Background: an optimization exercise with open tools, aiming at small area and a short achievable clock period. Do not read the settings as production practice. No run shown here included a check of the RTL's function; only the layout flow was run. Power figures rest on the tool's default switching activity, not on a simulated workload.

==> flow/design.v, too long to show whole: its modules and the start of the top module <==
// module pipeline_sum: 441 lines
module pipeline_sum (
    input clk,
    input [15:0] a, b,
    output [31:0] r
);
  // ...
==> flow/flow/run.sh <==
#!/bin/bash
set -euo pipefail
MARGIN=25
bash standard.sh SETUP_SLACK_MARGIN=$MARGIN SETUP_MOVE_SEQUENCE=sizeup,swap SKIP_GATE_CLONING=1 \
  "BUFFER_PORTS_ARGS=-buffer_cell sky130_fd_sc_hd__buf_1" finish > make_finish.log 2>&1
==> flow/standard.sh <==
#!/bin/bash
# synth_recipe.tcl (not shown) runs the flow's synth.tcl, then flattens the netlist and writes it again
# the make line also repeats each setting of config.mk as NAME=value (left out here)
make -C /OpenROAD-flow-scripts/flow DESIGN_CONFIG=/design/flow/config.mk WORK_HOME=/design/flow/orfs CLKGATE_MAP_FILE= SYNTH_SCRIPT=/design/flow/synth_recipe.tcl "${@:-finish}"
==> flow/config.mk <==
export PLATFORM = sky130hd
export DESIGN_NAME = pipeline_sum
export DESIGN_NICKNAME = pipeline_sum
export VERILOG_FILES = /design/flow/design.v
export SDC_FILE = /design/flow/constraint.sdc
export NUM_CORES = 4
export LEC_CHECK = 0
export ABC_AREA = 1
export CAP_MARGIN = 20
export CORE_MARGIN = 2
export CORE_UTILIZATION = 55
export SLEW_MARGIN = 20
==> flow/constraint.sdc <==
create_clock -name core_clock -period 36.0 [get_ports {clk}]
set_input_delay 7.2000 -clock core_clock [delete_from_list [all_inputs] [get_ports {clk}]]
set_output_delay 7.2000 -clock core_clock [all_outputs]
set_load 0.01 [all_outputs]
==> out/results.ini, run 1 <==
[status]
outcome = finished clean

[finish]
diodes = 0
nClkBuffers = 10
multiInputGateArea_um2 = 8510
buf_share_pct = 1.88
finalNetCount = 1823
largest_cell_class = multi-input combinational cells
fill_cells = 1940
area_delta_synth_final_pct = 12.6
inv_count = 284
clock_area_share_pct = 2.43
sh_seq_area_pct = 17.0

[power_and_ir_drop]
pwr-share-comb_pct = 44.4
p_comb_w = 0.000199
p_clk_w = 0.000103
p_int_w = 0.000265

[detailed_routing]
finalWirelength_um = 28000
met2_length_um = 13900
m1WireLength_um = 12300
num_vias = 10068

[synthesis]
synth_edf_count = 0
ys_top_cells_by_area = dfxtp_1 (19%), nand2_1 (15%), xor2_1 (10%)
synth_seq_cells = 107

[clock_tree]
worstSkewPairLatency_ps = 360
cts_setup_buffers = 0
max-clock-path-buffers = 2
cts_hold_buf = 0

[sta]
slew_viol_final = 0
fin_crit_sh_pct = 30.6
hold_ws_ps = 325
max_freq_ghz = 0.0909

[die]
nWellTaps = 270
dieArea_um2 = 21500
ioPinCount = 65

[setup_path]
path_class = register to register
r2r_slack_ps = 24990
worst_path_max_delay_cell = inv_1

[grt]
grtUsageMet3_pct = 3.23
grt_first_pass_wirelength_um = 45100
grt.busiest_layer = met2

[worst_hold_path]
worstHoldPathType = register to register
hold_end = q13_c2

[placed_design]
gp_congestion = 0.861

==> run 2, diff against run 1 <==
--- a/flow/design.v
+++ b/flow/design.v
@@ -165,166 +165,193 @@
   assign s1_r7_d[2] = s1_r7_t[2] ^ (s1_r7_q & (bb_c1[2] ^ s1_r7_bo[2]));
   assign s1_r7_d[3] = s1_r7_t[3] ^ (s1_r7_q & (bb_c1[3] ^ s1_r7_bo[3]));
   assign s1_r7_d[4] = s1_r7_t[4] ^ (s1_r7_q & (bb_c1[4] ^ s1_r7_bo[4]));
   assign s1_r7_d[5] = s1_r7_t[5] ^ (s1_r7_q & (bb_c1[5] ^ s1_r7_bo[5]));
   assign s1_r7_d[6] = s1_r7_t[6] ^ (s1_r7_q & (bb_c1[6] ^ s1_r7_bo[6]));
   assign s1_r7_d[7] = s1_r7_t[7] ^ (s1_r7_q & (bb_c1[7] ^ s1_r7_bo[7]));
   assign s1_r7_d[8] = s1_r7_t[8] ^ (s1_r7_q & (bb_c1[8] ^ s1_r7_bo[8]));
   wire [15:0] s1_r7_ra = {s1_r7_d, s1_r8_ra[6:0]};
+  wire [9:0] s1_r6_t = s1_r7_ra[15:6];
+  wire s1_r6_hz = ~(|bb_c1[15:10]);
+  wire [10:0] s1_r6_bo;
+  assign s1_r6_bo[0] = 1'b0;
+  assign s1_r6_bo[1] = (s1_r6_t[0] ^ bb_c1[0]) ? bb_c1[0] : s1_r6_bo[0];
+  assign s1_r6_bo[2] = (s1_r6_t[1] ^ bb_c1[1]) ? bb_c1[1] : s1_r6_bo[1];
+  assign s1_r6_bo[3] = (s1_r6_t[2] ^ bb_c1[2]) ? bb_c1[2] : s1_r6_bo[2];
+  assign s1_r6_bo[4] = (s1_r6_t[3] ^ bb_c1[3]) ? bb_c1[3] : s1_r6_bo[3];
+  assign s1_r6_bo[5] = (s1_r6_t[4] ^ bb_c1[4]) ? bb_c1[4] : s1_r6_bo[4];
+  assign s1_r6_bo[6] = (s1_r6_t[5] ^ bb_c1[5]) ? bb_c1[5] : s1_r6_bo[5];
+  assign s1_r6_bo[7] = (s1_r6_t[6] ^ bb_c1[6]) ? bb_c1[6] : s1_r6_bo[6];
+  assign s1_r6_bo[8] = (s1_r6_t[7] ^ bb_c1[7]) ? bb_c1[7] : s1_r6_bo[7];
+  assign s1_r6_bo[9] = (s1_r6_t[8] ^ bb_c1[8]) ? bb_c1[8] : s1_r6_bo[8];
+  assign s1_r6_bo[10] = (s1_r6_t[9] ^ bb_c1[9]) ? bb_c1[9] : s1_r6_bo[9];
+  wire s1_r6_q = s1_r6_hz & ~s1_r6_bo[10];
+  wire [9:0] s1_r6_d;
+  assign s1_r6_d[0] = s1_r6_t[0] ^ (s1_r6_q & (bb_c1[0] ^ s1_r6_bo[0]));
+  assign s1_r6_d[1] = s1_r6_t[1] ^ (s1_r6_q & (bb_c1[1] ^ s1_r6_bo[1]));
+  assign s1_r6_d[2] = s1_r6_t[2] ^ (s1_r6_q & (bb_c1[2] ^ s1_r6_bo[2]));
+  assign s1_r6_d[3] = s1_r6_t[3] ^ (s1_r6_q & (bb_c1[3] ^ s1_r6_bo[3]));
+  assign s1_r6_d[4] = s1_r6_t[4] ^ (s1_r6_q & (bb_c1[4] ^ s1_r6_bo[4]));
+  assign s1_r6_d[5] = s1_r6_t[5] ^ (s1_r6_q & (bb_c1[5] ^ s1_r6_bo[5]));
+  assign s1_r6_d[6] = s1_r6_t[6] ^ (s1_r6_q & (bb_c1[6] ^ s1_r6_bo[6]));
+  assign s1_r6_d[7] = s1_r6_t[7] ^ (s1_r6_q & (bb_c1[7] ^ s1_r6_bo[7]));
+  assign s1_r6_d[8] = s1_r6_t[8] ^ (s1_r6_q & (bb_c1[8] ^ s1_r6_bo[8]));
+  assign s1_r6_d[9] = s1_r6_t[9] ^ (s1_r6_q & (bb_c1[9] ^ s1_r6_bo[9]));
+  wire [15:0] s1_r6_ra = {s1_r6_d, s1_r7_ra[5:0]};
+  wire [10:0] s1_r5_t = s1_r6_ra[15:5];
+  wire s1_r5_hz = ~(|bb_c1[15:11]);
+  wire [11:0] s1_r5_bo;
+  assign s1_r5_bo[0] = 1'b0;
+  assign s1_r5_bo[1] = (s1_r5_t[0] ^ bb_c1[0]) ? bb_c1[0] : s1_r5_bo[0];
+  assign s1_r5_bo[2] = (s1_r5_t[1] ^ bb_c1[1]) ? bb_c1[1] : s1_r5_bo[1];
+  assign s1_r5_bo[3] = (s1_r5_t[2] ^ bb_c1[2]) ? bb_c1[2] : s1_r5_bo[2];
+  assign s1_r5_bo[4] = (s1_r5_t[3] ^ bb_c1[3]) ? bb_c1[3] : s1_r5_bo[3];
+  assign s1_r5_bo[5] = (s1_r5_t[4] ^ bb_c1[4]) ? bb_c1[4] : s1_r5_bo[4];
+  assign s1_r5_bo[6] = (s1_r5_t[5] ^ bb_c1[5]) ? bb_c1[5] : s1_r5_bo[5];
+  assign s1_r5_bo[7] = (s1_r5_t[6] ^ bb_c1[6]) ? bb_c1[6] : s1_r5_bo[6];
+  assign s1_r5_bo[8] = (s1_r5_t[7] ^ bb_c1[7]) ? bb_c1[7] : s1_r5_bo[7];
+  assign s1_r5_bo[9] = (s1_r5_t[8] ^ bb_c1[8]) ? bb_c1[8] : s1_r5_bo[8];
+  assign s1_r5_bo[10] = (s1_r5_t[9] ^ bb_c1[9]) ? bb_c1[9] : s1_r5_bo[9];
+  assign s1_r5_bo[11] = (s1_r5_t[10] ^ bb_c1[10]) ? bb_c1[10] : s1_r5_bo[10];
+  wire s1_r5_q = s1_r5_hz & ~s1_r5_bo[11];
+  wire [10:0] s1_r5_d;
+  assign s1_r5_d[0] = s1_r5_t[0] ^ (s1_r5_q & (bb_c1[0] ^ s1_r5_bo[0]));
+  assign s1_r5_d[1] = s1_r5_t[1] ^ (s1_r5_q & (bb_c1[1] ^ s1_r5_bo[1]));
+  assign s1_r5_d[2] = s1_r5_t[2] ^ (s1_r5_q & (bb_c1[2] ^ s1_r5_bo[2]));
+  assign s1_r5_d[3] = s1_r5_t[3] ^ (s1_r5_q & (bb_c1[3] ^ s1_r5_bo[3]));
+  assign s1_r5_d[4] = s1_r5_t[4] ^ (s1_r5_q & (bb_c1[4] ^ s1_r5_bo[4]));
+  assign s1_r5_d[5] = s1_r5_t[5] ^ (s1_r5_q & (bb_c1[5] ^ s1_r5_bo[5]));
+  assign s1_r5_d[6] = s1_r5_t[6] ^ (s1_r5_q & (bb_c1[6] ^ s1_r5_bo[6]));
+  assign s1_r5_d[7] = s1_r5_t[7] ^ (s1_r5_q & (bb_c1[7] ^ s1_r5_bo[7]));
+  assign s1_r5_d[8] = s1_r5_t[8] ^ (s1_r5_q & (bb_c1[8] ^ s1_r5_bo[8]));
+  assign s1_r5_d[9] = s1_r5_t[9] ^ (s1_r5_q & (bb_c1[9] ^ s1_r5_bo[9]));
+  assign s1_r5_d[10] = s1_r5_t[10] ^ (s1_r5_q & (bb_c1[10] ^ s1_r5_bo[10]));
+  wire [15:0] s1_r5_ra = {s1_r5_d, s1_r6_ra[4:0]};
+  wire [11:0] s1_r4_t = s1_r5_ra[15:4];
+  wire s1_r4_hz = ~(|bb_c1[15:12]);
+  wire [12:0] s1_r4_bo;
+  assign s1_r4_bo[0] = 1'b0;
+  assign s1_r4_bo[1] = (s1_r4_t[0] ^ bb_c1[0]) ? bb_c1[0] : s1_r4_bo[0];
+  assign s1_r4_bo[2] = (s1_r4_t[1] ^ bb_c1[1]) ? bb_c1[1] : s1_r4_bo[1];
+  assign s1_r4_bo[3] = (s1_r4_t[2] ^ bb_c1[2]) ? bb_c1[2] : s1_r4_bo[2];
+  assign s1_r4_bo[4] = (s1_r4_t[3] ^ bb_c1[3]) ? bb_c1[3] : s1_r4_bo[3];
+  assign s1_r4_bo[5] = (s1_r4_t[4] ^ bb_c1[4]) ? bb_c1[4] : s1_r4_bo[4];
+  assign s1_r4_bo[6] = (s1_r4_t[5] ^ bb_c1[5]) ? bb_c1[5] : s1_r4_bo[5];
+  assign s1_r4_bo[7] = (s1_r4_t[6] ^ bb_c1[6]) ? bb_c1[6] : s1_r4_bo[6];
+  assign s1_r4_bo[8] = (s1_r4_t[7] ^ bb_c1[7]) ? bb_c1[7] : s1_r4_bo[7];
+  assign s1_r4_bo[9] = (s1_r4_t[8] ^ bb_c1[8]) ? bb_c1[8] : s1_r4_bo[8];
+  assign s1_r4_bo[10] = (s1_r4_t[9] ^ bb_c1[9]) ? bb_c1[9] : s1_r4_bo[9];
+  assign s1_r4_bo[11] = (s1_r4_t[10] ^ bb_c1[10]) ? bb_c1[10] : s1_r4_bo[10];
+  assign s1_r4_bo[12] = (s1_r4_t[11] ^ bb_c1[11]) ? bb_c1[11] : s1_r4_bo[11];
+  wire [12:6] s1_r4_s_gu;
+  assign s1_r4_s_gu[6] = 1'b0;
+  assign s1_r4_s_gu[7] = (s1_r4_t[6] ^ bb_c1[6]) ? bb_c1[6] : s1_r4_s_gu[6];
+  assign s1_r4_s_gu[8] = (s1_r4_t[7] ^ bb_c1[7]) ? bb_c1[7] : s1_r4_s_gu[7];
+  assign s1_r4_s_gu[9] = (s1_r4_t[8] ^ bb_c1[8]) ? bb_c1[8] : s1_r4_s_gu[8];
+  assign s1_r4_s_gu[10] = (s1_r4_t[9] ^ bb_c1[9]) ? bb_c1[9] : s1_r4_s_gu[9];
+  assign s1_r4_s_gu[11] = (s1_r4_t[10] ^ bb_c1[10]) ? bb_c1[10] : s1_r4_s_gu[10];
+  assign s1_r4_s_gu[12] = (s1_r4_t[11] ^ bb_c1[11]) ? bb_c1[11] : s1_r4_s_gu[11];
+  wire s1_r4_s_pu = ~(|(s1_r4_t[11:6] ^ {bb_c1[11], bb_c1[10], bb_c1[9], bb_c1[8], bb_c1[7], bb_c1[6]}));
+  wire s1_r4_bf = s1_r4_s_gu[12] | (s1_r4_s_pu & s1_r4_bo[6]);
+  wire s1_r4_q = s1_r4_hz & ~s1_r4_bf;
+  wire [11:0] s1_r4_d;
+  assign s1_r4_d[0] = s1_r4_t[0] ^ (s1_r4_q & (bb_c1[0] ^ s1_r4_bo[0]));
+  assign s1_r4_d[1] = s1_r4_t[1] ^ (s1_r4_q & (bb_c1[1] ^ s1_r4_bo[1]));
+  assign s1_r4_d[2] = s1_r4_t[2] ^ (s1_r4_q & (bb_c1[2] ^ s1_r4_bo[2]));
+  assign s1_r4_d[3] = s1_r4_t[3] ^ (s1_r4_q & (bb_c1[3] ^ s1_r4_bo[3]));
+  assign s1_r4_d[4] = s1_r4_t[4] ^ (s1_r4_q & (bb_c1[4] ^ s1_r4_bo[4]));
+  assign s1_r4_d[5] = s1_r4_t[5] ^ (s1_r4_q & (bb_c1[5] ^ s1_r4_bo[5]));
+  assign s1_r4_d[6] = s1_r4_t[6] ^ (s1_r4_q & (bb_c1[6] ^ s1_r4_bo[6]));
+  assign s1_r4_d[7] = s1_r4_t[7] ^ (s1_r4_q & (bb_c1[7] ^ s1_r4_bo[7]));
+  assign s1_r4_d[8] = s1_r4_t[8] ^ (s1_r4_q & (bb_c1[8] ^ s1_r4_bo[8]));
+  assign s1_r4_d[9] = s1_r4_t[9] ^ (s1_r4_q & (bb_c1[9] ^ s1_r4_bo[9]));
+  assign s1_r4_d[10] = s1_r4_t[10] ^ (s1_r4_q & (bb_c1[10] ^ s1_r4_bo[10]));
+  assign s1_r4_d[11] = s1_r4_t[11] ^ (s1_r4_q & (bb_c1[11] ^ s1_r4_bo[11]));
+  wire [15:0] s1_r4_ra = {s1_r4_d, s1_r5_ra[3:0]};
   reg [15:0] ra_c2;
   reg [15:0] bb_c2;
-  reg [8:0] ah_c2;
+  reg [11:0] ah_c2;
   reg q15_c2;
   reg q14_c2;
   reg q13_c2;
   reg q12_c2;
   reg q11_c2;
   reg q10_c2;
   reg q9_c2;
   reg q8_c2;
   reg q7_c2;
+  reg q6_c2;
+  reg q5_c2;
+  reg q4_c2;
   always_ff @(posedge clk) begin
-    ra_c2 <= s1_r7_ra;
+    ra_c2 <= s1_r4_ra;
     bb_c2 <= bb_c1;
-    ah_c2 <= {ah_c1, ra_c1[12:7]};
+    ah_c2 <= {ah_c1, ra_c1[12:4]};
     q15_c2 <= q15_c1;
     q14_c2 <= q14_c1;
     q13_c2 <= q13_c1;
     q12_c2 <= s1_r12_q;
     q11_c2 <= s1_r11_q;
     q10_c2 <= s1_r10_q;
     q9_c2 <= s1_r9_q;
     q8_c2 <= s1_r8_q;
     q7_c2 <= s1_r7_q;
+    q6_c2 <= s1_r6_q;
+    q5_c2 <= s1_r5_q;
+    q4_c2 <= s1_r4_q;
   end
-  wire [15:0] xa = {ah_c2, ra_c2[6:0]};
+  wire [15:0] xa = {ah_c2, ra_c2[3:0]};
   wire [15:0] sh = (bb_c2[15:4] == 12'd0) ? (xa << bb_c2[3:0]) : 16'd0;
   wire [17:0] xs = {2'b0, xa | bb_c2} + {2'b0, xa ^ bb_c2} + {2'b0, sh};
-  wire [17:0] ym2 = xs + {1'b0, 1'b0, q15_c2, q14_c2, q13_c2, q12_c2, q11_c2, q10_c2, q9_c2, q8_c2, q7_c2, 1'b0, 1'b0, 1'b0, 1'b0, 1'b0, 1'b0, 1'b0};
-  wire [9:0] s2_r6_t = ra_c2[15:6];
-  wire s2_r6_hz = ~(|bb_c2[15:10]);
-  wire [10:0] s2_r6_bo;
-  assign s2_r6_bo[0] = 1'b0;
-  assign s2_r6_bo[1] = (s2_r6_t[0] ^ bb_c2[0]) ? bb_c2[0] : s2_r6_bo[0];
-  assign s2_r6_bo[2] = (s2_r6_t[1] ^ bb_c2[1]) ? bb_c2[1] : s2_r6_bo[1];
-  assign s2_r6_bo[3] = (s2_r6_t[2] ^ bb_c2[2]) ? bb_c2[2] : s2_r6_bo[2];
-  assign s2_r6_bo[4] = (s2_r6_t[3] ^ bb_c2[3]) ? bb_c2[3] : s2_r6_bo[3];
-  assign s2_r6_bo[5] = (s2_r6_t[4] ^ bb_c2[4]) ? bb_c2[4] : s2_r6_bo[4];
-  assign s2_r6_bo[6] = (s2_r6_t[5] ^ bb_c2[5]) ? bb_c2[5] : s2_r6_bo[5];
-  assign s2_r6_bo[7] = (s2_r6_t[6] ^ bb_c2[6]) ? bb_c2[6] : s2_r6_bo[6];
-  assign s2_r6_bo[8] = (s2_r6_t[7] ^ bb_c2[7]) ? bb_c2[7] : s2_r6_bo[7];
-  assign s2_r6_bo[9] = (s2_r6_t[8] ^ bb_c2[8]) ? bb_c2[8] : s2_r6_bo[8];
-  assign s2_r6_bo[10] = (s2_r6_t[9] ^ bb_c2[9]) ? bb_c2[9] : s2_r6_bo[9];
-  wire s2_r6_q = s2_r6_hz & ~s2_r6_bo[10];
-  wire [9:0] s2_r6_d;
-  assign s2_r6_d[0] = s2_r6_t[0] ^ (s2_r6_q & (bb_c2[0] ^ s2_r6_bo[0]));
-  assign s2_r6_d[1] = s2_r6_t[1] ^ (s2_r6_q & (bb_c2[1] ^ s2_r6_bo[1]));
-  assign s2_r6_d[2] = s2_r6_t[2] ^ (s2_r6_q & (bb_c2[2] ^ s2_r6_bo[2]));
-  assign s2_r6_d[3] = s2_r6_t[3] ^ (s2_r6_q & (bb_c2[3] ^ s2_r6_bo[3]));
-  assign s2_r6_d[4] = s2_r6_t[4] ^ (s2_r6_q & (bb_c2[4] ^ s2_r6_bo[4]));
-  assign s2_r6_d[5] = s2_r6_t[5] ^ (s2_r6_q & (bb_c2[5] ^ s2_r6_bo[5]));
-  assign s2_r6_d[6] = s2_r6_t[6] ^ (s2_r6_q & (bb_c2[6] ^ s2_r6_bo[6]));
-  assign s2_r6_d[7] = s2_r6_t[7] ^ (s2_r6_q & (bb_c2[7] ^ s2_r6_bo[7]));
-  assign s2_r6_d[8] = s2_r6_t[8] ^ (s2_r6_q & (bb_c2[8] ^ s2_r6_bo[8]));
-  assign s2_r6_d[9] = s2_r6_t[9] ^ (s2_r6_q & (bb_c2[9] ^ s2_r6_bo[9]));
-  wire [15:0] s2_r6_ra = {s2_r6_d, ra_c2[5:0]};
-  wire [10:0] s2_r5_t = s2_r6_ra[15:5];
-  wire s2_r5_hz = ~(|bb_c2[15:11]);
-  wire [11:0] s2_r5_bo;
-  assign s2_r5_bo[0] = 1'b0;
-  assign s2_r5_bo[1] = (s2_r5_t[0] ^ bb_c2[0]) ? bb_c2[0] : s2_r5_bo[0];
-  assign s2_r5_bo[2] = (s2_r5_t[1] ^ bb_c2[1]) ? bb_c2[1] : s2_r5_bo[1];
-  assign s2_r5_bo[3] = (s2_r5_t[2] ^ bb_c2[2]) ? bb_c2[2] : s2_r5_bo[2];
-  assign s2_r5_bo[4] = (s2_r5_t[3] ^ bb_c2[3]) ? bb_c2[3] : s2_r5_bo[3];
-  assign s2_r5_bo[5] = (s2_r5_t[4] ^ bb_c2[4]) ? bb_c2[4] : s2_r5_bo[4];
-  assign s2_r5_bo[6] = (s2_r5_t[5] ^ bb_c2[5]) ? bb_c2[5] : s2_r5_bo[5];
-  assign s2_r5_bo[7] = (s2_r5_t[6] ^ bb_c2[6]) ? bb_c2[6] : s2_r5_bo[6];
-  assign s2_r5_bo[8] = (s2_r5_t[7] ^ bb_c2[7]) ? bb_c2[7] : s2_r5_bo[7];
-  assign s2_r5_bo[9] = (s2_r5_t[8] ^ bb_c2[8]) ? bb_c2[8] : s2_r5_bo[8];
-  assign s2_r5_bo[10] = (s2_r5_t[9] ^ bb_c2[9]) ? bb_c2[9] : s2_r5_bo[9];
-  assign s2_r5_bo[11] = (s2_r5_t[10] ^ bb_c2[10]) ? bb_c2[10] : s2_r5_bo[10];
-  wire s2_r5_q = s2_r5_hz & ~s2_r5_bo[11];
-  wire [10:0] s2_r5_d;
-  assign s2_r5_d[0] = s2_r5_t[0] ^ (s2_r5_q & (bb_c2[0] ^ s2_r5_bo[0]));
-  assign s2_r5_d[1] = s2_r5_t[1] ^ (s2_r5_q & (bb_c2[1] ^ s2_r5_bo[1]));
-  assign s2_r5_d[2] = s2_r5_t[2] ^ (s2_r5_q & (bb_c2[2] ^ s2_r5_bo[2]));
-  assign s2_r5_d[3] = s2_r5_t[3] ^ (s2_r5_q & (bb_c2[3] ^ s2_r5_bo[3]));
-  assign s2_r5_d[4] = s2_r5_t[4] ^ (s2_r5_q & (bb_c2[4] ^ s2_r5_bo[4]));
-  assign s2_r5_d[5] = s2_r5_t[5] ^ (s2_r5_q & (bb_c2[5] ^ s2_r5_bo[5]));
-  assign s2_r5_d[6] = s2_r5_t[6] ^ (s2_r5_q & (bb_c2[6] ^ s2_r5_bo[6]));
-  assign s2_r5_d[7] = s2_r5_t[7] ^ (s2_r5_q & (bb_c2[7] ^ s2_r5_bo[7]));
-  assign s2_r5_d[8] = s2_r5_t[8] ^ (s2_r5_q & (bb_c2[8] ^ s2_r5_bo[8]));
-  assign s2_r5_d[9] = s2_r5_t[9] ^ (s2_r5_q & (bb_c2[9] ^ s2_r5_bo[9]));
-  assign s2_r5_d[10] = s2_r5_t[10] ^ (s2_r5_q & (bb_c2[10] ^ s2_r5_bo[10]));
-  wire [15:0] s2_r5_ra = {s2_r5_d, s2_r6_ra[4:0]};
-  wire [11:0] s2_r4_t = s2_r5_ra[15:4];
-  wire s2_r4_hz = ~(|bb_c2[15:12]);
-  wire [12:0] s2_r4_bo;
-  assign s2_r4_bo[0] = 1'b0;
-  assign s2_r4_bo[1] = (s2_r4_t[0] ^ bb_c2[0]) ? bb_c2[0] : s2_r4_bo[0];
-  assign s2_r4_bo[2] = (s2_r4_t[1] ^ bb_c2[1]) ? bb_c2[1] : s2_r4_bo[1];
-  assign s2_r4_bo[3] = (s2_r4_t[2] ^ bb_c2[2]) ? bb_c2[2] : s2_r4_bo[2];
-  assign s2_r4_bo[4] = (s2_r4_t[3] ^ bb_c2[3]) ? bb_c2[3] : s2_r4_bo[3];
-  assign s2_r4_bo[5] = (s2_r4_t[4] ^ bb_c2[4]) ? bb_c2[4] : s2_r4_bo[4];
-  assign s2_r4_bo[6] = (s2_r4_t[5] ^ bb_c2[5]) ? bb_c2[5] : s2_r4_bo[5];
-  assign s2_r4_bo[7] = (s2_r4_t[6] ^ bb_c2[6]) ? bb_c2[6] : s2_r4_bo[6];
-  assign s2_r4_bo[8] = (s2_r4_t[7] ^ bb_c2[7]) ? bb_c2[7] : s2_r4_bo[7];
-  assign s2_r4_bo[9] = (s2_r4_t[8] ^ bb_c2[8]) ? bb_c2[8] : s2_r4_bo[8];
-  assign s2_r4_bo[10] = (s2_r4_t[9] ^ bb_c2[9]) ? bb_c2[9] : s2_r4_bo[9];
-  assign s2_r4_bo[11] = (s2_r4_t[10] ^ bb_c2[10]) ? bb_c2[10] : s2_r4_bo[10];
-  assign s2_r4_bo[12] = (s2_r4_t[11] ^ bb_c2[11]) ? bb_c2[11] : s2_r4_bo[11];
-  wire s2_r4_q = s2_r4_hz & ~s2_r4_bo[12];
-  wire [11:0] s2_r4_d;
-  assign s2_r4_d[0] = s2_r4_t[0] ^ (s2_r4_q & (bb_c2[0] ^ s2_r4_bo[0]));
-  assign s2_r4_d[1] = s2_r4_t[1] ^ (s2_r4_q & (bb_c2[1] ^ s2_r4_bo[1]));
-  assign s2_r4_d[2] = s2_r4_t[2] ^ (s2_r4_q & (bb_c2[2] ^ s2_r4_bo[2]));
-  assign s2_r4_d[3] = s2_r4_t[3] ^ (s2_r4_q & (bb_c2[3] ^ s2_r4_bo[3]));
-  assign s2_r4_d[4] = s2_r4_t[4] ^ (s2_r4_q & (bb_c2[4] ^ s2_r4_bo[4]));
-  assign s2_r4_d[5] = s2_r4_t[5] ^ (s2_r4_q & (bb_c2[5] ^ s2_r4_bo[5]));
-  assign s2_r4_d[6] = s2_r4_t[6] ^ (s2_r4_q & (bb_c2[6] ^ s2_r4_bo[6]));
-  assign s2_r4_d[7] = s2_r4_t[7] ^ (s2_r4_q & (bb_c2[7] ^ s2_r4_bo[7]));
-  assign s2_r4_d[8] = s2_r4_t[8] ^ (s2_r4_q & (bb_c2[8] ^ s2_r4_bo[8]));
-  assign s2_r4_d[9] = s2_r4_t[9] ^ (s2_r4_q & (bb_c2[9] ^ s2_r4_bo[9]));
-  assign s2_r4_d[10] = s2_r4_t[10] ^ (s2_r4_q & (bb_c2[10] ^ s2_r4_bo[10]));
-  assign s2_r4_d[11] = s2_r4_t[11] ^ (s2_r4_q & (bb_c2[11] ^ s2_r4_bo[11]));
-  wire [15:0] s2_r4_ra = {s2_r4_d, s2_r5_ra[3:0]};
-  wire [12:0] s2_r3_t = s2_r4_ra[15:3];
+  wire [17:0] ym2 = xs + {1'b0, 1'b0, q15_c2, q14_c2, q13_c2, q12_c2, q11_c2, q10_c2, q9_c2, q8_c2, q7_c2, q6_c2, q5_c2, q4_c2, 1'b0, 1'b0, 1'b0, 1'b0};
+  wire [12:0] s2_r3_t = ra_c2[15:3];
   wire s2_r3_hz = ~(|bb_c2[15:13]);
   wire [13:0] s2_r3_bo;
   assign s2_r3_bo[0] = 1'b0;
   assign s2_r3_bo[1] = (s2_r3_t[0] ^ bb_c2[0]) ? bb_c2[0] : s2_r3_bo[0];
   assign s2_r3_bo[2] = (s2_r3_t[1] ^ bb_c2[1]) ? bb_c2[1] : s2_r3_bo[1];
   assign s2_r3_bo[3] = (s2_r3_t[2] ^ bb_c2[2]) ? bb_c2[2] : s2_r3_bo[2];
   assign s2_r3_bo[4] = (s2_r3_t[3] ^ bb_c2[3]) ? bb_c2[3] : s2_r3_bo[3];
   assign s2_r3_bo[5] = (s2_r3_t[4] ^ bb_c2[4]) ? bb_c2[4] : s2_r3_bo[4];
   assign s2_r3_bo[6] = (s2_r3_t[5] ^ bb_c2[5]) ? bb_c2[5] : s2_r3_bo[5];
   assign s2_r3_bo[7] = (s2_r3_t[6] ^ bb_c2[6]) ? bb_c2[6] : s2_r3_bo[6];
   assign s2_r3_bo[8] = (s2_r3_t[7] ^ bb_c2[7]) ? bb_c2[7] : s2_r3_bo[7];
   assign s2_r3_bo[9] = (s2_r3_t[8] ^ bb_c2[8]) ? bb_c2[8] : s2_r3_bo[8];
   assign s2_r3_bo[10] = (s2_r3_t[9] ^ bb_c2[9]) ? bb_c2[9] : s2_r3_bo[9];
   assign s2_r3_bo[11] = (s2_r3_t[10] ^ bb_c2[10]) ? bb_c2[10] : s2_r3_bo[10];
   assign s2_r3_bo[12] = (s2_r3_t[11] ^ bb_c2[11]) ? bb_c2[11] : s2_r3_bo[11];
   assign s2_r3_bo[13] = (s2_r3_t[12] ^ bb_c2[12]) ? bb_c2[12] : s2_r3_bo[12];
-  wire s2_r3_q = s2_r3_hz & ~s2_r3_bo[13];
+  wire [13:6] s2_r3_s_gu;
+  assign s2_r3_s_gu[6] = 1'b0;
+  assign s2_r3_s_gu[7] = (s2_r3_t[6] ^ bb_c2[6]) ? bb_c2[6] : s2_r3_s_gu[6];
+  assign s2_r3_s_gu[8] = (s2_r3_t[7] ^ bb_c2[7]) ? bb_c2[7] : s2_r3_s_gu[7];
+  assign s2_r3_s_gu[9] = (s2_r3_t[8] ^ bb_c2[8]) ? bb_c2[8] : s2_r3_s_gu[8];
+  assign s2_r3_s_gu[10] = (s2_r3_t[9] ^ bb_c2[9]) ? bb_c2[9] : s2_r3_s_gu[9];
+  assign s2_r3_s_gu[11] = (s2_r3_t[10] ^ bb_c2[10]) ? bb_c2[10] : s2_r3_s_gu[10];
+  assign s2_r3_s_gu[12] = (s2_r3_t[11] ^ bb_c2[11]) ? bb_c2[11] : s2_r3_s_gu[11];
+  assign s2_r3_s_gu[13] = (s2_r3_t[12] ^ bb_c2[12]) ? bb_c2[12] : s2_r3_s_gu[12];
+  wire s2_r3_s_pu = ~(|(s2_r3_t[12:6] ^ {bb_c2[12], bb_c2[11], bb_c2[10], bb_c2[9], bb_c2[8], bb_c2[7], bb_c2[6]}));
+  wire s2_r3_bf = s2_r3_s_gu[13] | (s2_r3_s_pu & s2_r3_bo[6]);
+  wire s2_r3_q = s2_r3_hz & ~s2_r3_bf;
   wire [12:0] s2_r3_d;
   assign s2_r3_d[0] = s2_r3_t[0] ^ (s2_r3_q & (bb_c2[0] ^ s2_r3_bo[0]));
   assign s2_r3_d[1] = s2_r3_t[1] ^ (s2_r3_q & (bb_c2[1] ^ s2_r3_bo[1]));
   assign s2_r3_d[2] = s2_r3_t[2] ^ (s2_r3_q & (bb_c2[2] ^ s2_r3_bo[2]));
   assign s2_r3_d[3] = s2_r3_t[3] ^ (s2_r3_q & (bb_c2[3] ^ s2_r3_bo[3]));
   assign s2_r3_d[4] = s2_r3_t[4] ^ (s2_r3_q & (bb_c2[4] ^ s2_r3_bo[4]));
   assign s2_r3_d[5] = s2_r3_t[5] ^ (s2_r3_q & (bb_c2[5] ^ s2_r3_bo[5]));
   assign s2_r3_d[6] = s2_r3_t[6] ^ (s2_r3_q & (bb_c2[6] ^ s2_r3_bo[6]));
   assign s2_r3_d[7] = s2_r3_t[7] ^ (s2_r3_q & (bb_c2[7] ^ s2_r3_bo[7]));
   assign s2_r3_d[8] = s2_r3_t[8] ^ (s2_r3_q & (bb_c2[8] ^ s2_r3_bo[8]));
   assign s2_r3_d[9] = s2_r3_t[9] ^ (s2_r3_q & (bb_c2[9] ^ s2_r3_bo[9]));
   assign s2_r3_d[10] = s2_r3_t[10] ^ (s2_r3_q & (bb_c2[10] ^ s2_r3_bo[10]));
   assign s2_r3_d[11] = s2_r3_t[11] ^ (s2_r3_q & (bb_c2[11] ^ s2_r3_bo[11]));
   assign s2_r3_d[12] = s2_r3_t[12] ^ (s2_r3_q & (bb_c2[12] ^ s2_r3_bo[12]));
-  wire [15:0] s2_r3_ra = {s2_r3_d, s2_r4_ra[2:0]};
+  wire [15:0] s2_r3_ra = {s2_r3_d, ra_c2[2:0]};
   wire [13:0] s2_r2_t = s2_r3_ra[15:2];
   wire s2_r2_hz = ~(|bb_c2[15:14]);
   wire [14:0] s2_r2_bo;
   assign s2_r2_bo[0] = 1'b0;
   assign s2_r2_bo[1] = (s2_r2_t[0] ^ bb_c2[0]) ? bb_c2[0] : s2_r2_bo[0];
   assign s2_r2_bo[2] = (s2_r2_t[1] ^ bb_c2[1]) ? bb_c2[1] : s2_r2_bo[1];
   assign s2_r2_bo[3] = (s2_r2_t[2] ^ bb_c2[2]) ? bb_c2[2] : s2_r2_bo[2];
   assign s2_r2_bo[4] = (s2_r2_t[3] ^ bb_c2[3]) ? bb_c2[3] : s2_r2_bo[3];
@@ -333,17 +360,28 @@
   assign s2_r2_bo[7] = (s2_r2_t[6] ^ bb_c2[6]) ? bb_c2[6] : s2_r2_bo[6];
   assign s2_r2_bo[8] = (s2_r2_t[7] ^ bb_c2[7]) ? bb_c2[7] : s2_r2_bo[7];
   assign s2_r2_bo[9] = (s2_r2_t[8] ^ bb_c2[8]) ? bb_c2[8] : s2_r2_bo[8];
   assign s2_r2_bo[10] = (s2_r2_t[9] ^ bb_c2[9]) ? bb_c2[9] : s2_r2_bo[9];
   assign s2_r2_bo[11] = (s2_r2_t[10] ^ bb_c2[10]) ? bb_c2[10] : s2_r2_bo[10];
   assign s2_r2_bo[12] = (s2_r2_t[11] ^ bb_c2[11]) ? bb_c2[11] : s2_r2_bo[11];
   assign s2_r2_bo[13] = (s2_r2_t[12] ^ bb_c2[12]) ? bb_c2[12] : s2_r2_bo[12];
   assign s2_r2_bo[14] = (s2_r2_t[13] ^ bb_c2[13]) ? bb_c2[13] : s2_r2_bo[13];
-  wire s2_r2_q = s2_r2_hz & ~s2_r2_bo[14];
+  wire [14:7] s2_r2_s_gu;
+  assign s2_r2_s_gu[7] = 1'b0;
+  assign s2_r2_s_gu[8] = (s2_r2_t[7] ^ bb_c2[7]) ? bb_c2[7] : s2_r2_s_gu[7];
+  assign s2_r2_s_gu[9] = (s2_r2_t[8] ^ bb_c2[8]) ? bb_c2[8] : s2_r2_s_gu[8];
+  assign s2_r2_s_gu[10] = (s2_r2_t[9] ^ bb_c2[9]) ? bb_c2[9] : s2_r2_s_gu[9];
+  assign s2_r2_s_gu[11] = (s2_r2_t[10] ^ bb_c2[10]) ? bb_c2[10] : s2_r2_s_gu[10];
+  assign s2_r2_s_gu[12] = (s2_r2_t[11] ^ bb_c2[11]) ? bb_c2[11] : s2_r2_s_gu[11];
+  assign s2_r2_s_gu[13] = (s2_r2_t[12] ^ bb_c2[12]) ? bb_c2[12] : s2_r2_s_gu[12];
+  assign s2_r2_s_gu[14] = (s2_r2_t[13] ^ bb_c2[13]) ? bb_c2[13] : s2_r2_s_gu[13];
+  wire s2_r2_s_pu = ~(|(s2_r2_t[13:7] ^ {bb_c2[13], bb_c2[12], bb_c2[11], bb_c2[10], bb_c2[9], bb_c2[8], bb_c2[7]}));
+  wire s2_r2_bf = s2_r2_s_gu[14] | (s2_r2_s_pu & s2_r2_bo[7]);
+  wire s2_r2_q = s2_r2_hz & ~s2_r2_bf;
   wire [13:0] s2_r2_d;
   assign s2_r2_d[0] = s2_r2_t[0] ^ (s2_r2_q & (bb_c2[0] ^ s2_r2_bo[0]));
   assign s2_r2_d[1] = s2_r2_t[1] ^ (s2_r2_q & (bb_c2[1] ^ s2_r2_bo[1]));
   assign s2_r2_d[2] = s2_r2_t[2] ^ (s2_r2_q & (bb_c2[2] ^ s2_r2_bo[2]));
   assign s2_r2_d[3] = s2_r2_t[3] ^ (s2_r2_q & (bb_c2[3] ^ s2_r2_bo[3]));
   assign s2_r2_d[4] = s2_r2_t[4] ^ (s2_r2_q & (bb_c2[4] ^ s2_r2_bo[4]));
   assign s2_r2_d[5] = s2_r2_t[5] ^ (s2_r2_q & (bb_c2[5] ^ s2_r2_bo[5]));
   assign s2_r2_d[6] = s2_r2_t[6] ^ (s2_r2_q & (bb_c2[6] ^ s2_r2_bo[6]));
@@ -372,17 +410,28 @@
   assign s2_x4_c1[9] = (s2_x4_t[8] ^ s2_x4_b1[8]) ? s2_x4_b1[8] : s2_x4_c1[8];
   assign s2_x4_c1[10] = (s2_x4_t[9] ^ s2_x4_b1[9]) ? s2_x4_b1[9] : s2_x4_c1[9];
   assign s2_x4_c1[11] = (s2_x4_t[10] ^ s2_x4_b1[10]) ? s2_x4_b1[10] : s2_x4_c1[10];
   assign s2_x4_c1[12] = (s2_x4_t[11] ^ s2_x4_b1[11]) ? s2_x4_b1[11] : s2_x4_c1[11];
   assign s2_x4_c1[13] = (s2_x4_t[12] ^ s2_x4_b1[12]) ? s2_x4_b1[12] : s2_x4_c1[12];
   assign s2_x4_c1[14] = (s2_x4_t[13] ^ s2_x4_b1[13]) ? s2_x4_b1[13] : s2_x4_c1[13];
   assign s2_x4_c1[15] = (s2_x4_t[14] ^ s2_x4_b1[14]) ? s2_x4_b1[14] : s2_x4_c1[14];
   assign s2_x4_c1[16] = (s2_x4_t[15] ^ s2_x4_b1[15]) ? s2_x4_b1[15] : s2_x4_c1[15];
-  wire s2_x4_ge1 = ~(|s2_x4_b1[17:16]) & ~s2_x4_c1[16];
+  wire [16:8] s2_x4_k1_gu;
+  assign s2_x4_k1_gu[8] = 1'b0;
+  assign s2_x4_k1_gu[9] = (s2_x4_t[8] ^ s2_x4_b1[8]) ? s2_x4_b1[8] : s2_x4_k1_gu[8];
+  assign s2_x4_k1_gu[10] = (s2_x4_t[9] ^ s2_x4_b1[9]) ? s2_x4_b1[9] : s2_x4_k1_gu[9];
+  assign s2_x4_k1_gu[11] = (s2_x4_t[10] ^ s2_x4_b1[10]) ? s2_x4_b1[10] : s2_x4_k1_gu[10];
+  assign s2_x4_k1_gu[12] = (s2_x4_t[11] ^ s2_x4_b1[11]) ? s2_x4_b1[11] : s2_x4_k1_gu[11];
+  assign s2_x4_k1_gu[13] = (s2_x4_t[12] ^ s2_x4_b1[12]) ? s2_x4_b1[12] : s2_x4_k1_gu[12];
+  assign s2_x4_k1_gu[14] = (s2_x4_t[13] ^ s2_x4_b1[13]) ? s2_x4_b1[13] : s2_x4_k1_gu[13];
+  assign s2_x4_k1_gu[15] = (s2_x4_t[14] ^ s2_x4_b1[14]) ? s2_x4_b1[14] : s2_x4_k1_gu[14];
+  assign s2_x4_k1_gu[16] = (s2_x4_t[15] ^ s2_x4_b1[15]) ? s2_x4_b1[15] : s2_x4_k1_gu[15];
+  wire s2_x4_k1_pu = ~(|(s2_x4_t[15:8] ^ {s2_x4_b1[15], s2_x4_b1[14], s2_x4_b1[13], s2_x4_b1[12], s2_x4_b1[11], s2_x4_b1[10], s2_x4_b1[9], s2_x4_b1[8]}));
+  wire s2_x4_ge1 = ~(|s2_x4_b1[17:16]) & ~(s2_x4_k1_gu[16] | (s2_x4_k1_pu & s2_x4_c1[8]));
   wire [16:0] s2_x4_c2;
   assign s2_x4_c2[0] = 1'b0;
   assign s2_x4_c2[1] = (s2_x4_t[0] ^ s2_x4_b2[0]) ? s2_x4_b2[0] : s2_x4_c2[0];
   assign s2_x4_c2[2] = (s2_x4_t[1] ^ s2_x4_b2[1]) ? s2_x4_b2[1] : s2_x4_c2[1];
   assign s2_x4_c2[3] = (s2_x4_t[2] ^ s2_x4_b2[2]) ? s2_x4_b2[2] : s2_x4_c2[2];
   assign s2_x4_c2[4] = (s2_x4_t[3] ^ s2_x4_b2[3]) ? s2_x4_b2[3] : s2_x4_c2[3];
   assign s2_x4_c2[5] = (s2_x4_t[4] ^ s2_x4_b2[4]) ? s2_x4_b2[4] : s2_x4_c2[4];
   assign s2_x4_c2[6] = (s2_x4_t[5] ^ s2_x4_b2[5]) ? s2_x4_b2[5] : s2_x4_c2[5];
@@ -391,17 +440,28 @@
   assign s2_x4_c2[9] = (s2_x4_t[8] ^ s2_x4_b2[8]) ? s2_x4_b2[8] : s2_x4_c2[8];
   assign s2_x4_c2[10] = (s2_x4_t[9] ^ s2_x4_b2[9]) ? s2_x4_b2[9] : s2_x4_c2[9];
   assign s2_x4_c2[11] = (s2_x4_t[10] ^ s2_x4_b2[10]) ? s2_x4_b2[10] : s2_x4_c2[10];
   assign s2_x4_c2[12] = (s2_x4_t[11] ^ s2_x4_b2[11]) ? s2_x4_b2[11] : s2_x4_c2[11];
   assign s2_x4_c2[13] = (s2_x4_t[12] ^ s2_x4_b2[12]) ? s2_x4_b2[12] : s2_x4_c2[12];
   assign s2_x4_c2[14] = (s2_x4_t[13] ^ s2_x4_b2[13]) ? s2_x4_b2[13] : s2_x4_c2[13];
   assign s2_x4_c2[15] = (s2_x4_t[14] ^ s2_x4_b2[14]) ? s2_x4_b2[14] : s2_x4_c2[14];
   assign s2_x4_c2[16] = (s2_x4_t[15] ^ s2_x4_b2[15]) ? s2_x4_b2[15] : s2_x4_c2[15];
-  wire s2_x4_ge2 = ~(|s2_x4_b2[17:16]) & ~s2_x4_c2[16];
+  wire [16:8] s2_x4_k2_gu;
+  assign s2_x4_k2_gu[8] = 1'b0;
+  assign s2_x4_k2_gu[9] = (s2_x4_t[8] ^ s2_x4_b2[8]) ? s2_x4_b2[8] : s2_x4_k2_gu[8];
+  assign s2_x4_k2_gu[10] = (s2_x4_t[9] ^ s2_x4_b2[9]) ? s2_x4_b2[9] : s2_x4_k2_gu[9];
+  assign s2_x4_k2_gu[11] = (s2_x4_t[10] ^ s2_x4_b2[10]) ? s2_x4_b2[10] : s2_x4_k2_gu[10];
+  assign s2_x4_k2_gu[12] = (s2_x4_t[11] ^ s2_x4_b2[11]) ? s2_x4_b2[11] : s2_x4_k2_gu[11];
+  assign s2_x4_k2_gu[13] = (s2_x4_t[12] ^ s2_x4_b2[12]) ? s2_x4_b2[12] : s2_x4_k2_gu[12];
+  assign s2_x4_k2_gu[14] = (s2_x4_t[13] ^ s2_x4_b2[13]) ? s2_x4_b2[13] : s2_x4_k2_gu[13];
+  assign s2_x4_k2_gu[15] = (s2_x4_t[14] ^ s2_x4_b2[14]) ? s2_x4_b2[14] : s2_x4_k2_gu[14];
+  assign s2_x4_k2_gu[16] = (s2_x4_t[15] ^ s2_x4_b2[15]) ? s2_x4_b2[15] : s2_x4_k2_gu[15];
+  wire s2_x4_k2_pu = ~(|(s2_x4_t[15:8] ^ {s2_x4_b2[15], s2_x4_b2[14], s2_x4_b2[13], s2_x4_b2[12], s2_x4_b2[11], s2_x4_b2[10], s2_x4_b2[9], s2_x4_b2[8]}));
+  wire s2_x4_ge2 = ~(|s2_x4_b2[17:16]) & ~(s2_x4_k2_gu[16] | (s2_x4_k2_pu & s2_x4_c2[8]));
   wire [16:0] s2_x4_c3;
   assign s2_x4_c3[0] = 1'b0;
   assign s2_x4_c3[1] = (s2_x4_t[0] ^ s2_x4_b3[0]) ? s2_x4_b3[0] : s2_x4_c3[0];
   assign s2_x4_c3[2] = (s2_x4_t[1] ^ s2_x4_b3[1]) ? s2_x4_b3[1] : s2_x4_c3[1];
   assign s2_x4_c3[3] = (s2_x4_t[2] ^ s2_x4_b3[2]) ? s2_x4_b3[2] : s2_x4_c3[2];
   assign s2_x4_c3[4] = (s2_x4_t[3] ^ s2_x4_b3[3]) ? s2_x4_b3[3] : s2_x4_c3[3];
   assign s2_x4_c3[5] = (s2_x4_t[4] ^ s2_x4_b3[4]) ? s2_x4_b3[4] : s2_x4_c3[4];
   assign s2_x4_c3[6] = (s2_x4_t[5] ^ s2_x4_b3[5]) ? s2_x4_b3[5] : s2_x4_c3[5];
@@ -410,32 +470,45 @@
   assign s2_x4_c3[9] = (s2_x4_t[8] ^ s2_x4_b3[8]) ? s2_x4_b3[8] : s2_x4_c3[8];
   assign s2_x4_c3[10] = (s2_x4_t[9] ^ s2_x4_b3[9]) ? s2_x4_b3[9] : s2_x4_c3[9];
   assign s2_x4_c3[11] = (s2_x4_t[10] ^ s2_x4_b3[10]) ? s2_x4_b3[10] : s2_x4_c3[10];
   assign s2_x4_c3[12] = (s2_x4_t[11] ^ s2_x4_b3[11]) ? s2_x4_b3[11] : s2_x4_c3[11];
   assign s2_x4_c3[13] = (s2_x4_t[12] ^ s2_x4_b3[12]) ? s2_x4_b3[12] : s2_x4_c3[12];
   assign s2_x4_c3[14] = (s2_x4_t[13] ^ s2_x4_b3[13]) ? s2_x4_b3[13] : s2_x4_c3[13];
   assign s2_x4_c3[15] = (s2_x4_t[14] ^ s2_x4_b3[14]) ? s2_x4_b3[14] : s2_x4_c3[14];
   assign s2_x4_c3[16] = (s2_x4_t[15] ^ s2_x4_b3[15]) ? s2_x4_b3[15] : s2_x4_c3[15];
-  wire s2_x4_ge3 = ~(|s2_x4_b3[17:16]) & ~s2_x4_c3[16];
+  wire [16:8] s2_x4_k3_gu;
+  assign s2_x4_k3_gu[8] = 1'b0;
+  assign s2_x4_k3_gu[9] = (s2_x4_t[8] ^ s2_x4_b3[8]) ? s2_x4_b3[8] : s2_x4_k3_gu[8];
+  assign s2_x4_k3_gu[10] = (s2_x4_t[9] ^ s2_x4_b3[9]) ? s2_x4_b3[9] : s2_x4_k3_gu[9];
+  assign s2_x4_k3_gu[11] = (s2_x4_t[10] ^ s2_x4_b3[10]) ? s2_x4_b3[10] : s2_x4_k3_gu[10];
+  assign s2_x4_k3_gu[12] = (s2_x4_t[11] ^ s2_x4_b3[11]) ? s2_x4_b3[11] : s2_x4_k3_gu[11];
+  assign s2_x4_k3_gu[13] = (s2_x4_t[12] ^ s2_x4_b3[12]) ? s2_x4_b3[12] : s2_x4_k3_gu[12];
+  assign s2_x4_k3_gu[14] = (s2_x4_t[13] ^ s2_x4_b3[13]) ? s2_x4_b3[13] : s2_x4_k3_gu[13];
+  assign s2_x4_k3_gu[15] = (s2_x4_t[14] ^ s2_x4_b3[14]) ? s2_x4_b3[14] : s2_x4_k3_gu[14];
+  assign s2_x4_k3_gu[16] = (s2_x4_t[15] ^ s2_x4_b3[15]) ? s2_x4_b3[15] : s2_x4_k3_gu[15];
+  wire s2_x4_k3_pu = ~(|(s2_x4_t[15:8] ^ {s2_x4_b3[15], s2_x4_b3[14], s2_x4_b3[13], s2_x4_b3[12], s2_x4_b3[11], s2_x4_b3[10], s2_x4_b3[9], s2_x4_b3[8]}));
+  wire s2_x4_ge3 = ~(|s2_x4_b3[17:16]) & ~(s2_x4_k3_gu[16] | (s2_x4_k3_pu & s2_x4_c3[8]));
   wire s2_x4_q1 = s2_x4_ge2;
   wire s2_x4_q0 = s2_x4_q1 ? s2_x4_ge3 : s2_x4_ge1;
-  wire [6:0] ml = {1'b0, ym2[5:0]} + {1'b0, s2_r5_q, s2_r4_q, s2_r3_q, s2_r2_q, 1'b0, 1'b0};
+  wire [8:0] ml = {1'b0, ym2[7:0]} + {1'b0, 1'b0, 1'b0, 1'b0, 1'b0, s2_r3_q, s2_r2_q, 1'b0, 1'b0};
   wire lc1 = ml[0] & s2_x4_q0;
   wire lc2 = (ml[1] & s2_x4_q1) | ((ml[1] | s2_x4_q1) & lc1);
-  wire [6:0] lo7;
+  wire [8:0] lo7;
   assign lo7[0] = ml[0] ^ s2_x4_q0;
   assign lo7[1] = ml[1] ^ s2_x4_q1 ^ lc1;
   assign lo7[2] = ml[2] ^ (lc2 & (1'b1));
   assign lo7[3] = ml[3] ^ (lc2 & (&ml[2:2]));
   assign lo7[4] = ml[4] ^ (lc2 & (&ml[3:2]));
   assign lo7[5] = ml[5] ^ (lc2 & (&ml[4:2]));
   assign lo7[6] = ml[6] ^ (lc2 & (&ml[5:2]));
-  wire [11:0] h0 = ym2[17:6] + {1'b0, 1'b0, 1'b0, 1'b0, 1'b0, 1'b0, 1'b0, 1'b0, 1'b0, 1'b0, 1'b0, s2_r6_q};
-  reg [6:0] lo_c3;
-  reg [11:0] hi_c3;
+  assign lo7[7] = ml[7] ^ (lc2 & (&ml[6:2]));
+  assign lo7[8] = ml[8] ^ (lc2 & (&ml[7:2]));
+  wire [9:0] h0 = ym2[17:8];
+  reg [8:0] lo_c3;
+  reg [9:0] hi_c3;
   always_ff @(posedge clk) begin
     lo_c3 <= lo7;
     hi_c3 <= h0;
   end
-  wire [11:0] hs = hi_c3 + {11'd0, lo_c3[6]};
-  assign r = {14'd0, hs, lo_c3[5:0]};
+  wire [9:0] hs = hi_c3 + {9'd0, lo_c3[8]};
+  assign r = {14'd0, hs, lo_c3[7:0]};
 endmodule
==> flow/flow/run.sh (replaced) <==
#!/bin/bash
set -euo pipefail
MARGIN=25.5
PLAT="$FLOW_HOME/platforms/sky130hd/config.mk"
BASE=$(sed -n '/^export DONT_USE_CELLS += /,/^#/p' "$PLAT" | grep -o 'sky130_fd_sc_hd__[a-z0-9_]*' | tr '\n' ' ')
EXTRA=""
for c in maj3_1 maj3_2 maj3_4 fa_1 fa_2 fa_4 fah_1 fahcin_1 fahcon_1 ha_1 ha_2 ha_4; do
  EXTRA="$EXTRA sky130_fd_sc_hd__$c"
done
bash standard.sh SETUP_SLACK_MARGIN=$MARGIN SETUP_MOVE_SEQUENCE=sizeup,swap SKIP_GATE_CLONING=1 \
  "BUFFER_PORTS_ARGS=-buffer_cell sky130_fd_sc_hd__buf_1" \
  "DONT_USE_CELLS=$BASE$EXTRA" finish > make_finish.log 2>&1
==> out/results.ini, run 2 <==
[power_and_ir_drop]
seqPwrFrac_pct = 31.2
vdd_drop_max_uv = 31.3
switching_share_pct = 34.5
power.density_nw_per_um2 = 38.7
p_int_w = 0.000320  ; +21%
clkPwrFrac_pct = 38.0
power.switching_w = 0.000168
p_leak_nw = 6.09
pwr-share-comb_pct = 30.8  ; -14 points

[setup_path]
worst_path_max_delay_cell = dfxtp_4
crit_top_cell = nand2_2
cp.arrival_ps = 10700
path_class = register to register
reg2reg_to = ra_c2[9]
r2r_start = bb_c1[2]
critPathBufInv = 5
r2r_slack_ps = 25580  ; +590 ps
cpLargestDelayFamily = simple AND/OR/NAND/NOR gates
rr_worst_depth = 90
cpPeakStageDelay_ps = 470
start_kind = register
cp-end-kind = register
required_ps = 36290
path_max_fanout = 12

[synthesis]
yosys.area.top_type = dfxtp_1
synth_edf_count = 0  ; unchanged
synth_most_common_cell = nand2_1
yosys-top-cells-count = nand2_1 (471), inv_1 (219), nor2_1 (217)
async_reset_ff_share_pct = 0
synth.avg_cell_area_um2 = 6.16
synth_top_area_share_pct = 20.4
syn_inst = 1798
yosys_warnings = 1
ys.flop_type = dfxtp_1
netlist_area_um2 = 11100
synth_seq_cells = 113  ; +5.6%
ys_top_cells_by_area = dfxtp_1 (20%), nand2_1 (16%), xor2_1 (9.8%)
ys_seq_area_share_pct = 20.4
ys_types = 70

[finish]
fill_cells = 1888  ; -2.7%
mostFrequentLayoutCells = nand2_1 (429), inv_1 (213), nor2_1 (212), xor2_1 (117), nand3_1 (105)
drive_above_1_share_pct = 15.2
postLayoutCoreUtil_pct = 64.5
diodes = 0  ; unchanged
final_cells = 2100
area_delta_synth_final_pct = 14.0
finalNetCount = 1855  ; +1.8%
final_common_cell = nand2_1

[sta]
tightest_slew_ps = 857
slew_viol_final = 0  ; unchanged
fin_crit_sh_pct = 28.9  ; -1.6 points
relSlewSlack_pct = 42.7
rsz0062_at_grt = true
skew_ps = 13.9
finalSetupViolations = 0
fin_crit_ps = 10420
hold_violations = 0
max_freq_ghz = 0.0960  ; +5.7%
tns_ps = 0

[clock_tree]
cts_hold_buf = 0  ; unchanged
clkTransAtPathRegs_ps = 60
cts_made_buffers = 17
max-clock-path-buffers = 2  ; unchanged
cts.sinks = 113
cts-htree-levels = 4
cts_setup_buffers = 0  ; unchanged
cts_tree = built
clock_tree.root_cell = clkbuf_16
worstSkewPairLatency_ps = 430  ; +70 ps

[grt]
grt_usage_pct = 26.7
grt_overflow_total = 0
grt_max_degree = 29
antenna_found_initial = 0
grt_first_pass_wirelength_um = 46500  ; +3.2%
grt_pass1_vias = 9646

[placed_design]
gp_congestion = 0.922  ; +7.2%
placed_cells = 2068
hpwl_um = 22500
io_buffers = 50

[worst_hold_path]
holdPathStages = 0
hold_end = q14_c2
worstHoldPathType = register to register
worstHoldStart = q14_c1

[detailed_routing]
first_pass_iters = 7
ant_nets = 0
finalWirelength_um = 29000  ; +3.6%
wl_per_cell_um = 13.8
viasPerCell = 5.18
num_vias = 10869  ; +8.0%
drcViolationCount = 0
drt-initial-drc-count = 778

[die]
dieWidth_um = 146
fp.dieH_um = 146
start_util_pct = 56.5
coreArea_um2 = 19600
ioPinCount = 65  ; unchanged
rows = 51
dieArea_um2 = 21300  ; -1.2%

[status]
outcome = finished clean

[flow_run]
maxCapViolCount = 0

run 2: power by group through the flow:
| stage | sequential [W] | combinational (W) | clock [W] |
|---|---|---|---|
| after floorplan | 0.000147 | 0.000123 | 0 |
| after global placement | 0.000154 | 0.000140 | 0 |
| after detailed placement | 0.000154 | 0.000141 | 0 |
| after CTS | 0.000152 | 0.000142 | 0.000188 |
| after global routing | 0.000154 | 0.000170 | 0.000194 |
| final | 0.000152 | 0.000151 | 0.000185 |
run 2: cells by family (layout without fill, tap and decap cells):
family | count (synthesis) | count (layout) | synth area share [%]
AO/OA/AOI/OAI | 225 | 225 | 12.0
buffers and inverters | 317 | 341 | 11.9
AND/OR/NAND/NOR | 966 | 966 | 39.5
other | 1 | 14 | 0.0339
XOR/XNOR | 174 | 174 | 16.0
flip-flops | 113 | 113 | 20.4
multiplexers | 2 | 2 | 0.181
run 2: worst max-delay path by stage:
stage               startpoint   endpoint  slack (ps)  cells after the start
finish                bb_c1[2]   ra_c2[9]       25580                     90
global route          bb_c1[2]   ra_c2[6]       24750                     90
CTS                   bb_c1[7]   ra_c2[6]       25520                     96
detailed placement    bb_c1[6]   ra_c2[6]       25270                     94
global placement      bb_c1[6]  ra_c2[13]       25360                     94
floorplan                 b[9]  ra_c1[14]       26920                     14
run 2: timing repair:
action                                 CTS  global route
setup endpoints to repair               13            17
gates resized for setup                  4           154
pin swaps                                0            55
endpoints found under the hold margin    0             0
run 2: final cells by class:
class                           instances  area, µm²  area share, %
Tap cell                              265        332           2.63
Timing Repair Buffer                   56        245           1.94
Clock buffer                           21        460           3.65
Sequential cell                       113       2280           18.1
Inverter                              253       1020           8.09
Clock inverter                         11        184           1.46
Multi-Input combinational cell       1381       8100           64.2
run 2: metal layers:
metal / part of all wire, % / global-route usage [%] / up-vias
met5: 0 / 0 / -
met4: 3.1 / 10.1 / 0
met3: 4.8 / 3.70 / 57
met2: 47 / 44.4 / 286
met1: 45 / 35.2 / 4837
li1: - / - / 5689
run 2: metrics by stage:
stage / worst slack [ps] / hold slack [ps] / cell area, µm² / total power [W]
6_report: 25580 / 320 / 12600 / 0.000488
5_1_grt: 24750 / 331 / 12600 / 0.000518
4_1_cts: 25520 / 322 / 12000 / 0.000482
3_5_place_dp: 25270 / 312 / 11300 / 0.000296
3_3_place_gp: 25360 / 311 / 11300 / 0.000294
2_1_floorplan: 26920 / 310 / 11100 / 0.000271
run 2: worst reg2reg max path, delay by kind of cell (launching register included):
family / cells / cell delay (ps)
flops: 1 / 470
simple gates: 75 / 6990
compound gates: 2 / 210
xor+xnor: 8 / 1890
buf+inv: 5 / 670

-- static timing again, ports no longer ideal --
How much do the figures lean on ideal ports? The routed layouts below were timed once more, with nothing changed but the port constraints. Step 1 assumes that a clkbuf_16 drives the clock port and a buf_2 every other input. Step 2 moves the port delays by t, midway between the first and last clock arrival at a register: inputs arrive t later, outputs are due t later. That takes back most of the time a late clock gives input paths. Three values: ideal, step 1, step 2; two values: the first two.
run	t, ns	slack for setup (ns)	worst setup path after step 2	pins driven straight from the clock port
run 1	0.402	24.995 / 24.995 / 24.995	register to register	1
run 2	0.457	25.585 / 25.585 / 25.585	register to register	1
After both steps every run listed still meets setup and hold.
